Context: an optimization exercise on an open-source flow, tuned for small area, a short achievable clock period and few clock cycles. The choices shown serve that exercise and are no tape-out recipe. At most, simulation tests tie the RTL to the original design; equivalence was not proved. Power figures rest on the tool's default switching activity, not on a simulated workload.

Setup of run a:
==> module knn_distance_cal, before the edit <==
module knn_distance_cal (
    input             clk,
    input             rst_n,
    input      [63:0] train_data,
    input             train_label,
    input             sample_valid,
    input      [63:0] test_data,
    output     [7:0]  distance_o,
    output            label_o,
    output            valid_o
    );
    function [8:0] addnot(input [7:0] a, input [7:0] b);
        reg [7:0] g, t, G, T;
        integer i, j, k;
        begin
            g = a & ~b;
            t = a | ~b;
            G = g;
            T = t;
            for (k = 0; k < 3; k = k + 1)
                for (i = 0; i < 8; i = i + 1)
                    if (i & (1 << k)) begin
                        j = ((i >> k) << k) - 1;
                        G[i] = G[i] | (T[i] & G[j]);
                        T[i] = T[i] & T[j];
                    end
            addnot[0] = ~(a[0] ^ b[0]);
            for (i = 1; i < 8; i = i + 1)
                addnot[i] = ~(a[i] ^ b[i]) ^ G[i-1];
            addnot[8] = G[7];
        end
    endfunction
    reg  [71:0] s_q;                   
    reg         label_q;
    reg         valid_q;
    reg  [71:0] s_d;
    integer f;
    always @(*)
        for (f = 0; f < 8; f = f + 1)
            s_d[f*9 +: 9] = addnot(train_data[f*8 +: 8], test_data[f*8 +: 8]);
    always @(posedge clk) begin
        s_q     <= s_d;
        label_q <= train_label;
        if (!rst_n) valid_q <= 1'b0;
        else        valid_q <= sample_valid;
    end
    function gt9(input [8:0] a, input [8:0] b);
        integer j;
        reg r;
        begin
            r = 1'b0;
            for (j = 0; j < 9; j = j + 1)
                r = (a[j] & ~b[j]) | ((a[j] | ~b[j]) & r);
            gt9 = r;
        end
    endfunction
    function [8:0] max2(input [8:0] a, input [8:0] b);
        max2 = gt9(a, b) ? a : b;
    endfunction
    function [8:0] key(input [8:0] cs);
        key = {cs[7:0] ^ {8{~cs[8]}}, cs[8]};
    endfunction
    wire [8:0] k0   = max2(key(s_q[ 8: 0]), key(s_q[17: 9]));
    wire [8:0] k1   = max2(key(s_q[26:18]), key(s_q[35:27]));
    wire [8:0] k2   = max2(key(s_q[44:36]), key(s_q[53:45]));
    wire [8:0] k3   = max2(key(s_q[62:54]), key(s_q[71:63]));
    wire [8:0] k01  = max2(k0, k1);
    wire [8:0] k23  = max2(k2, k3);
    wire [7:0] d01  = k01[8:1] + k01[0];
    wire [7:0] d23  = k23[8:1] + k23[0];
    wire [7:0] cheb = gt9(k01, k23) ? d01 : d23;
    reg [7:0] cheb_q;
    reg       label_q2;
    reg       valid_q2;
    always @(posedge clk) begin
        cheb_q   <= cheb;
        label_q2 <= label_q;
        if (!rst_n) valid_q2 <= 1'b0;
        else        valid_q2 <= valid_q;
    end
    assign distance_o = cheb_q;
    assign label_o    = label_q2;
    assign valid_o    = valid_q2;
endmodule
==> flow/config.mk <==
export PLATFORM = sky130hd
export DESIGN_NAME = knn_top
export DESIGN_NICKNAME = knn_top
export VERILOG_FILES = /design/flow/design.v
export SDC_FILE = /design/flow/constraint.sdc
export NUM_CORES = 4
export LEC_CHECK = 0
export CAP_MARGIN = 20
export CORE_MARGIN = 2
export CORE_UTILIZATION = 65
export CTS_BUF_LIST = sky130_fd_sc_hd__clkbuf_8
export CTS_CLUSTER_DIAMETER = 80
export CTS_CLUSTER_SIZE = 40
export SLEW_MARGIN = 20
==> flow/constraint.sdc <==
create_clock -name core_clock -period 21.0 [get_ports {clk}]
set_input_delay 4.2000 -clock core_clock [delete_from_list [all_inputs] [get_ports {clk}]]
set_output_delay 4.2000 -clock core_clock [all_outputs]
set_load 0.01 [all_outputs]
standard.sh (not shown) runs the stock make flow with config.mk's settings and CLKGATE_MAP_FILE= SYNTH_SCRIPT=/design/flow/synth_recipe.tcl, a recipe that flattens the netlist after the stock synthesis.
==> flow/flow/run.sh <==
#!/bin/bash
# Standard ORFS layout, with two changes to how it is made (the SDC, the clock
# period and the standard synthesis are the standard flow's, unchanged):
#  - port buffers are sky130_fd_sc_hd__buf_1 instead of the delay buffer that
#    buffer_ports picks by default;
#  - timing repair aims for extra setup slack (SETUP_SLACK_MARGIN), so that the
#    achieved period, not just the 21 ns clock, is what repair works on.
set -euo pipefail
bash standard.sh synth > synth.log 2>&1
bash standard.sh SETUP_SLACK_MARGIN=0 TNS_END_PERCENT=100 \
    BUFFER_PORTS_ARGS="-buffer_cell sky130_fd_sc_hd__buf_1"  finish > layout.log 2>&1
Testbench counts of run a, summed over its fixed seeds: cycles 49,352.
Setup changes, run a to run b
--- a/flow/design.v
+++ b/flow/design.v
@@ -11,6 +11,7 @@
     output            valid_o
     );
-    function [8:0] addnot(input [7:0] a, input [7:0] b);
+    function [7:0] absdiff(input [7:0] a, input [7:0] b);
         reg [7:0] g, t, G, T;
+        reg       c;
         integer i, j, k;
         begin
@@ -26,49 +27,44 @@
                         T[i] = T[i] & T[j];
                     end
-            addnot[0] = ~(a[0] ^ b[0]);
+            c = G[7];
+            absdiff[0] = a[0] ^ b[0];
             for (i = 1; i < 8; i = i + 1)
-                addnot[i] = ~(a[i] ^ b[i]) ^ G[i-1];
-            addnot[8] = G[7];
-        end
-    endfunction
-    reg  [71:0] s_q;                   
+                absdiff[i] = a[i] ^ (b[i] ^ (c ^ (G[i-1] | (c & T[i-1]))));
+        end
+    endfunction
+    reg  [63:0] diff_q;
     reg         label_q;
     reg         valid_q;
-    reg  [71:0] s_d;
+    reg  [63:0] diff_d;
     integer f;
     always @(*)
         for (f = 0; f < 8; f = f + 1)
-            s_d[f*9 +: 9] = addnot(train_data[f*8 +: 8], test_data[f*8 +: 8]);
-    always @(posedge clk) begin
-        s_q     <= s_d;
+            diff_d[f*8 +: 8] = absdiff(train_data[f*8 +: 8], test_data[f*8 +: 8]);
+    always @(posedge clk) begin
+        diff_q  <= diff_d;
         label_q <= train_label;
         if (!rst_n) valid_q <= 1'b0;
         else        valid_q <= sample_valid;
     end
-    function gt9(input [8:0] a, input [8:0] b);
+    function gt8(input [7:0] a, input [7:0] b);
         integer j;
         reg r;
         begin
             r = 1'b0;
-            for (j = 0; j < 9; j = j + 1)
+            for (j = 0; j < 8; j = j + 1)
                 r = (a[j] & ~b[j]) | ((a[j] | ~b[j]) & r);
-            gt9 = r;
-        end
-    endfunction
-    function [8:0] max2(input [8:0] a, input [8:0] b);
-        max2 = gt9(a, b) ? a : b;
-    endfunction
-    function [8:0] key(input [8:0] cs);
-        key = {cs[7:0] ^ {8{~cs[8]}}, cs[8]};
-    endfunction
-    wire [8:0] k0   = max2(key(s_q[ 8: 0]), key(s_q[17: 9]));
-    wire [8:0] k1   = max2(key(s_q[26:18]), key(s_q[35:27]));
-    wire [8:0] k2   = max2(key(s_q[44:36]), key(s_q[53:45]));
-    wire [8:0] k3   = max2(key(s_q[62:54]), key(s_q[71:63]));
-    wire [8:0] k01  = max2(k0, k1);
-    wire [8:0] k23  = max2(k2, k3);
-    wire [7:0] d01  = k01[8:1] + k01[0];
-    wire [7:0] d23  = k23[8:1] + k23[0];
-    wire [7:0] cheb = gt9(k01, k23) ? d01 : d23;
+            gt8 = r;
+        end
+    endfunction
+    function [7:0] max2(input [7:0] a, input [7:0] b);
+        max2 = gt8(a, b) ? a : b;
+    endfunction
+    wire [7:0] m0   = max2(diff_q[ 7: 0], diff_q[15: 8]);
+    wire [7:0] m1   = max2(diff_q[23:16], diff_q[31:24]);
+    wire [7:0] m2   = max2(diff_q[39:32], diff_q[47:40]);
+    wire [7:0] m3   = max2(diff_q[55:48], diff_q[63:56]);
+    wire [7:0] m01  = max2(m0, m1);
+    wire [7:0] m23  = max2(m2, m3);
+    wire [7:0] cheb = max2(m01, m23);
     reg [7:0] cheb_q;
     reg       label_q2;
Findings:
- Diff run a -> run b: count of pins on the block boundary has remained practically unchanged, xor/xnor share of the synthesized area dropped 1.9 points.
- Of the two values seen for worst setup path endpoint, knn_distance_cal_inst.cheb_q[0] was produced by run a and knn_distance_cal_inst.diff_q[21] by run b.
- Relative to run a, power share of the combinational group decreased by 6.9 points in run b.
- In run b, fraction of the mapped netlist area in adder cells is lower than in run a.
- Of run b and run a, run a shows the higher combinational power, with run b below it.
- Run b vs run a, final area went down by 9.4%.
- Run b vs run a, worst setup path startpoint: test_data[16] vs knn_distance_cal_inst.s_q[8]
- In the tables for run b and run a, transition at the pin with the smallest max-transition slack reads lower with run a.
- Reported for run b and run a, diode insertion count for antenna repair turned out identical to the last digit.
- Per the comparison of run b with run a, wire length went down 0.89%, global routing usage on met3 flat, maximum vdd drop decreased by 19% relative to the old numbers.
For run b, only the layout was checked, not whether the RTL still works.

========
== run 1 ==
Another version of the RTL of knn_top (not shown whole).
For scale: about 130 flip-flops, ~0.010 mm^2 of cells after synthesis.
==> module knn_stage1, before the edit <==
module knn_stage1 (
    input      [63:0] train_data,
    input      [63:0] test_data,
    output reg [71:0] cs
    );
    function [8:0] addnot(input [7:0] a, input [7:0] b);
        reg [7:0] g, t, G, T;
        integer i, j, k;
        begin
            g = a & ~b;
            t = a | ~b;
            G = g;
            T = t;
            for (k = 0; k < 3; k = k + 1)
                for (i = 0; i < 8; i = i + 1)
                    if (i & (1 << k)) begin
                        j = ((i >> k) << k) - 1;
                        G[i] = G[i] | (T[i] & G[j]);
                        T[i] = T[i] & T[j];
                    end
            addnot[0] = ~(a[0] ^ b[0]);
            for (i = 1; i < 8; i = i + 1)
                addnot[i] = a[i] ^ ~(b[i] ^ G[i-1]);
            addnot[8] = G[7];
        end
    endfunction
    integer f;
    always @(*)
        for (f = 0; f < 8; f = f + 1)
            cs[f*9 +: 9] = addnot(train_data[f*8 +: 8], test_data[f*8 +: 8]);
endmodule
==> flow/config.mk <==
export PLATFORM = sky130hd
export DESIGN_NAME = knn_top
export DESIGN_NICKNAME = knn_top
export VERILOG_FILES = /design/flow/design.v
export SDC_FILE = /design/flow/constraint.sdc
export NUM_CORES = 4
export LEC_CHECK = 0
export CAP_MARGIN = 20
export CORE_MARGIN = 2
export CORE_UTILIZATION = 75
export CTS_BUF_LIST = sky130_fd_sc_hd__clkbuf_4
export CTS_CLUSTER_DIAMETER = 80
export CTS_CLUSTER_SIZE = 40
export SLEW_MARGIN = 20
export SYNTH_HIERARCHICAL = 1
==> flow/constraint.sdc <==
create_clock -name core_clock -period 21.0 [get_ports {clk}]
set_input_delay 4.2000 -clock core_clock [delete_from_list [all_inputs] [get_ports {clk}]]
set_output_delay 4.2000 -clock core_clock [all_outputs]
set_load 0.01 [all_outputs]
==> flow/flow/run.sh <==
#!/bin/bash
set -euo pipefail
bash standard.sh synth > synth.log 2>&1
bash standard.sh SETUP_SLACK_MARGIN=15.5 TNS_END_PERCENT=100 \
    BUFFER_PORTS_ARGS="-buffer_cell sky130_fd_sc_hd__buf_1"  finish > layout.log 2>&1
Here is what was changed in the inputs of run 2 compared with run 1.
==> flow/design.v, changed modules only <==
module knn_stage1 (
    input      [63:0] train_data,
    input      [63:0] test_data,
    output reg [71:0] cs
    );
    function [8:0] addnot(input [7:0] a, input [7:0] b);
        reg [7:0] g, t, G, T;
        integer i, j, k;
        begin
            g = a & ~b;
            t = a | ~b;
            G[0] = g[0];
            T[0] = t[0];
            for (i = 1; i < 8; i = i + 1) begin
                G[i] = g[i] | (t[i] & G[i-1]);
                T[i] = t[i] & T[i-1];
            end
            addnot[0] = ~(a[0] ^ b[0]);
            for (i = 1; i < 8; i = i + 1)
                addnot[i] = ~(a[i] ^ b[i]) ^ G[i-1];
            addnot[8] = G[7];
        end
    endfunction
    integer f;
    always @(*)
        for (f = 0; f < 8; f = f + 1)
            cs[f*9 +: 9] = addnot(train_data[f*8 +: 8], test_data[f*8 +: 8]);
endmodule
Notes after the runs:
Number of design-rule violations left by the first detailed-router iteration: run 2 vs run 1 down 83
Relative to run 1, run 2 improves power of the clock network.
Taking run 1 over run 2, the post-route cell area ratio works out to 1.06.
Run 2 — highest ir drop seen on vdd 11% lower, run 1 as reference
Run 2 ended up with a lower multi-input combinational gate total than run 1 did.
Die area shrinks by a few percent when moving from run 1 to run 2.
Initial antenna violation count: lower on run 1
Lower cell area after synthesis was reported by run 2, not run 1.
Run 2 ends up with lower number of well taps than run 1 does.
Taking run 1 as the reference, in run 2 non-clock buffer count went down, area added between synthesis and finish -1.2 points.
No run of this note included a check of the RTL's function; only the layout flow was run.

========
knn_top, a different RTL version from the one above (not shown whole).
Size in the first run: ~120 flip-flops, roughly 140 I/O pins, ~0.010 sq mm of cells after synthesis.
==> module knn_distance_cal, before the edit <==
module knn_distance_cal (
    input             clk,
    input             rst_n,
    input      [63:0] train_data,
    input             train_label,
    input             sample_valid,
    input      [63:0] test_data,
    output     [7:0]  distance_o,
    output            label_o,
    output            valid_o
    );
    function [7:0] absdiff(input [7:0] a, input [7:0] b);
        reg [7:0] g, t, G, T;
        reg       c;
        integer i, j, k;
        begin
            g = a & ~b;
            t = a | ~b;
            G = g;
            T = t;
            for (k = 0; k < 3; k = k + 1)
                for (i = 0; i < 8; i = i + 1)
                    if (i & (1 << k)) begin
                        j = ((i >> k) << k) - 1;
                        G[i] = G[i] | (T[i] & G[j]);
                        T[i] = T[i] & T[j];
                    end
            c = G[7];
            absdiff[0] = a[0] ^ b[0];
            for (i = 1; i < 8; i = i + 1)
                absdiff[i] = a[i] ^ b[i] ^ c ^ (G[i-1] | (c & T[i-1]));
        end
    endfunction
    reg  [63:0] diff_q;
    reg         label_q;
    reg         valid_q;
    reg  [63:0] diff_d;
    integer f;
    always @(*)
        for (f = 0; f < 8; f = f + 1)
            diff_d[f*8 +: 8] = absdiff(train_data[f*8 +: 8], test_data[f*8 +: 8]);
    always @(posedge clk) begin
        diff_q  <= diff_d;
        label_q <= train_label;
        if (!rst_n) valid_q <= 1'b0;
        else        valid_q <= sample_valid;
    end
    function gt8(input [7:0] a, input [7:0] b);
        integer j;
        reg r;
        begin
            r = 1'b0;
            for (j = 0; j < 8; j = j + 1)
                r = (a[j] & ~b[j]) | ((a[j] | ~b[j]) & r);
            gt8 = r;
        end
    endfunction
    function [7:0] max2(input [7:0] a, input [7:0] b);
        max2 = gt8(a, b) ? a : b;
    endfunction
    wire [7:0] m0   = max2(diff_q[ 7: 0], diff_q[15: 8]);
    wire [7:0] m1   = max2(diff_q[23:16], diff_q[31:24]);
    wire [7:0] m2   = max2(diff_q[39:32], diff_q[47:40]);
    wire [7:0] m3   = max2(diff_q[55:48], diff_q[63:56]);
    wire [7:0] m01  = max2(m0, m1);
    wire [7:0] m23  = max2(m2, m3);
    wire [7:0] cheb = max2(m01, m23);
    reg [7:0] cheb_q;
    reg       label_q2;
    reg       valid_q2;
    always @(posedge clk) begin
        cheb_q   <= cheb;
        label_q2 <= label_q;
        if (!rst_n) valid_q2 <= 1'b0;
        else        valid_q2 <= valid_q;
    end
    assign distance_o = cheb_q;
    assign label_o    = label_q2;
    assign valid_o    = valid_q2;
endmodule
clock: 21.0 ns
lec_check: 0
cap_margin: 20
core_margin: 2
core_utilization: 65
cts_buf_list: sky130_fd_sc_hd__clkbuf_8
cts_cluster_diameter: 80
cts_cluster_size: 40
slew_margin: 20
==> flow/flow/run.sh <==
#!/bin/bash
# Standard ORFS layout, with two changes to how it is made (the SDC, the clock
# period and the standard synthesis are the standard flow's, unchanged):
#  - port buffers are sky130_fd_sc_hd__buf_1 instead of the delay buffer that
#    buffer_ports picks by default;
#  - timing repair aims for extra setup slack (SETUP_SLACK_MARGIN), so that the
#    achieved period, not just the 21 ns clock, is what repair works on.
set -euo pipefail
bash standard.sh synth > synth.log 2>&1
bash standard.sh SETUP_SLACK_MARGIN=0 TNS_END_PERCENT=100 \
    BUFFER_PORTS_ARGS="-buffer_cell sky130_fd_sc_hd__buf_1"  finish > layout.log 2>&1
The baseline completed without violations.
Change:
--- a/flow/design.v
+++ b/flow/design.v
@@ -9,11 +9,10 @@
     output     [7:0]  distance_o,
     output            label_o,
     output            valid_o
     );
-    function [7:0] absdiff(input [7:0] a, input [7:0] b);
+    function [8:0] addnot(input [7:0] a, input [7:0] b);
         reg [7:0] g, t, G, T;
-        reg       c;
         integer i, j, k;
         begin
             g = a & ~b;
             t = a | ~b;
@@ -25,48 +24,53 @@
                         j = ((i >> k) << k) - 1;
                         G[i] = G[i] | (T[i] & G[j]);
                         T[i] = T[i] & T[j];
                     end
-            c = G[7];
-            absdiff[0] = a[0] ^ b[0];
+            addnot[0] = ~(a[0] ^ b[0]);
             for (i = 1; i < 8; i = i + 1)
-                absdiff[i] = a[i] ^ b[i] ^ c ^ (G[i-1] | (c & T[i-1]));
-        end
-    endfunction
-    reg  [63:0] diff_q;
+                addnot[i] = a[i] ^ ~(b[i] ^ G[i-1]);
+            addnot[8] = G[7];
+        end
+    endfunction
+    reg  [71:0] s_q;                   
     reg         label_q;
     reg         valid_q;
-    reg  [63:0] diff_d;
+    reg  [71:0] s_d;
     integer f;
     always @(*)
         for (f = 0; f < 8; f = f + 1)
-            diff_d[f*8 +: 8] = absdiff(train_data[f*8 +: 8], test_data[f*8 +: 8]);
-    always @(posedge clk) begin
-        diff_q  <= diff_d;
+            s_d[f*9 +: 9] = addnot(train_data[f*8 +: 8], test_data[f*8 +: 8]);
+    always @(posedge clk) begin
+        s_q     <= s_d;
         label_q <= train_label;
         if (!rst_n) valid_q <= 1'b0;
         else        valid_q <= sample_valid;
     end
-    function gt8(input [7:0] a, input [7:0] b);
+    function gt9(input [8:0] a, input [8:0] b);
         integer j;
         reg r;
         begin
             r = 1'b0;
-            for (j = 0; j < 8; j = j + 1)
+            for (j = 0; j < 9; j = j + 1)
                 r = (a[j] & ~b[j]) | ((a[j] | ~b[j]) & r);
-            gt8 = r;
-        end
-    endfunction
-    function [7:0] max2(input [7:0] a, input [7:0] b);
-        max2 = gt8(a, b) ? a : b;
-    endfunction
-    wire [7:0] m0   = max2(diff_q[ 7: 0], diff_q[15: 8]);
-    wire [7:0] m1   = max2(diff_q[23:16], diff_q[31:24]);
-    wire [7:0] m2   = max2(diff_q[39:32], diff_q[47:40]);
-    wire [7:0] m3   = max2(diff_q[55:48], diff_q[63:56]);
-    wire [7:0] m01  = max2(m0, m1);
-    wire [7:0] m23  = max2(m2, m3);
-    wire [7:0] cheb = max2(m01, m23);
+            gt9 = r;
+        end
+    endfunction
+    function [8:0] max2(input [8:0] a, input [8:0] b);
+        max2 = gt9(a, b) ? a : b;
+    endfunction
+    function [8:0] key(input [8:0] cs);
+        key = {cs[7:0] ^ {8{~cs[8]}}, cs[8]};
+    endfunction
+    wire [8:0] k0   = max2(key(s_q[ 8: 0]), key(s_q[17: 9]));
+    wire [8:0] k1   = max2(key(s_q[26:18]), key(s_q[35:27]));
+    wire [8:0] k2   = max2(key(s_q[44:36]), key(s_q[53:45]));
+    wire [8:0] k3   = max2(key(s_q[62:54]), key(s_q[71:63]));
+    wire [8:0] k01  = max2(k0, k1);
+    wire [8:0] k23  = max2(k2, k3);
+    wire [7:0] d01  = k01[8:1] + k01[0];
+    wire [7:0] d23  = k23[8:1] + k23[0];
+    wire [7:0] cheb = gt9(k01, k23) ? d01 : d23;
     reg [7:0] cheb_q;
     reg       label_q2;
     reg       valid_q2;
     always @(posedge clk) begin
After rerunning: The new run finished clean. Sequential power increases by about 6%. Final cell count decreases by 4.1%. Wire length increases by 6.4%. Setup slack improved by 0.041 ns. Clock skew increases by 0.0037 ns. Core utilization decreases by 0.90 points. Global-route usage increases by 0.83 points. Design area decreases by 0.86%. Power increases by 35%. Sequential share of layout area increases by 1.6 points.
No run of this note included a check of the RTL's function; only the layout flow was run.

## static timing again, ports no longer ideal
The results above use ideal ports. As a check the final layouts listed here were re-extracted and re-timed, cells and wires unchanged.
Step 1 assumes that a clkbuf_16 drives the clock port and a buf_2 every other input.
Step 2 also shifts input and output timing later by t, the mid clock arrival at the registers, as if the neighbouring blocks saw the same clock.
a / b / c = no drivers / after step 1 / after step 2; a / b = the first two.
run	t (ns)	setup slack, ns	worst data-port slew with drivers (ns)
run a	0.474	15.193 / 15.193 / 14.933	0.05
run b	0.481	14.136 / 14.149 / 13.668	0.05
run 1	0.597	15.285 / 15.273 / 14.675	0.06
run 2	0.603	14.540 / 14.519 / 13.916	0.08
the first run of note 3	0.472	14.745 / 14.758 / 14.286	0.05
the second run of note 3	0.499	14.786 / 14.806 / 14.307	0.03
After both steps setup and hold are still met in every run listed. The setup slack of run 2, which loses most, moves by -0.021 ns with the drivers and by -0.624 ns with both steps.
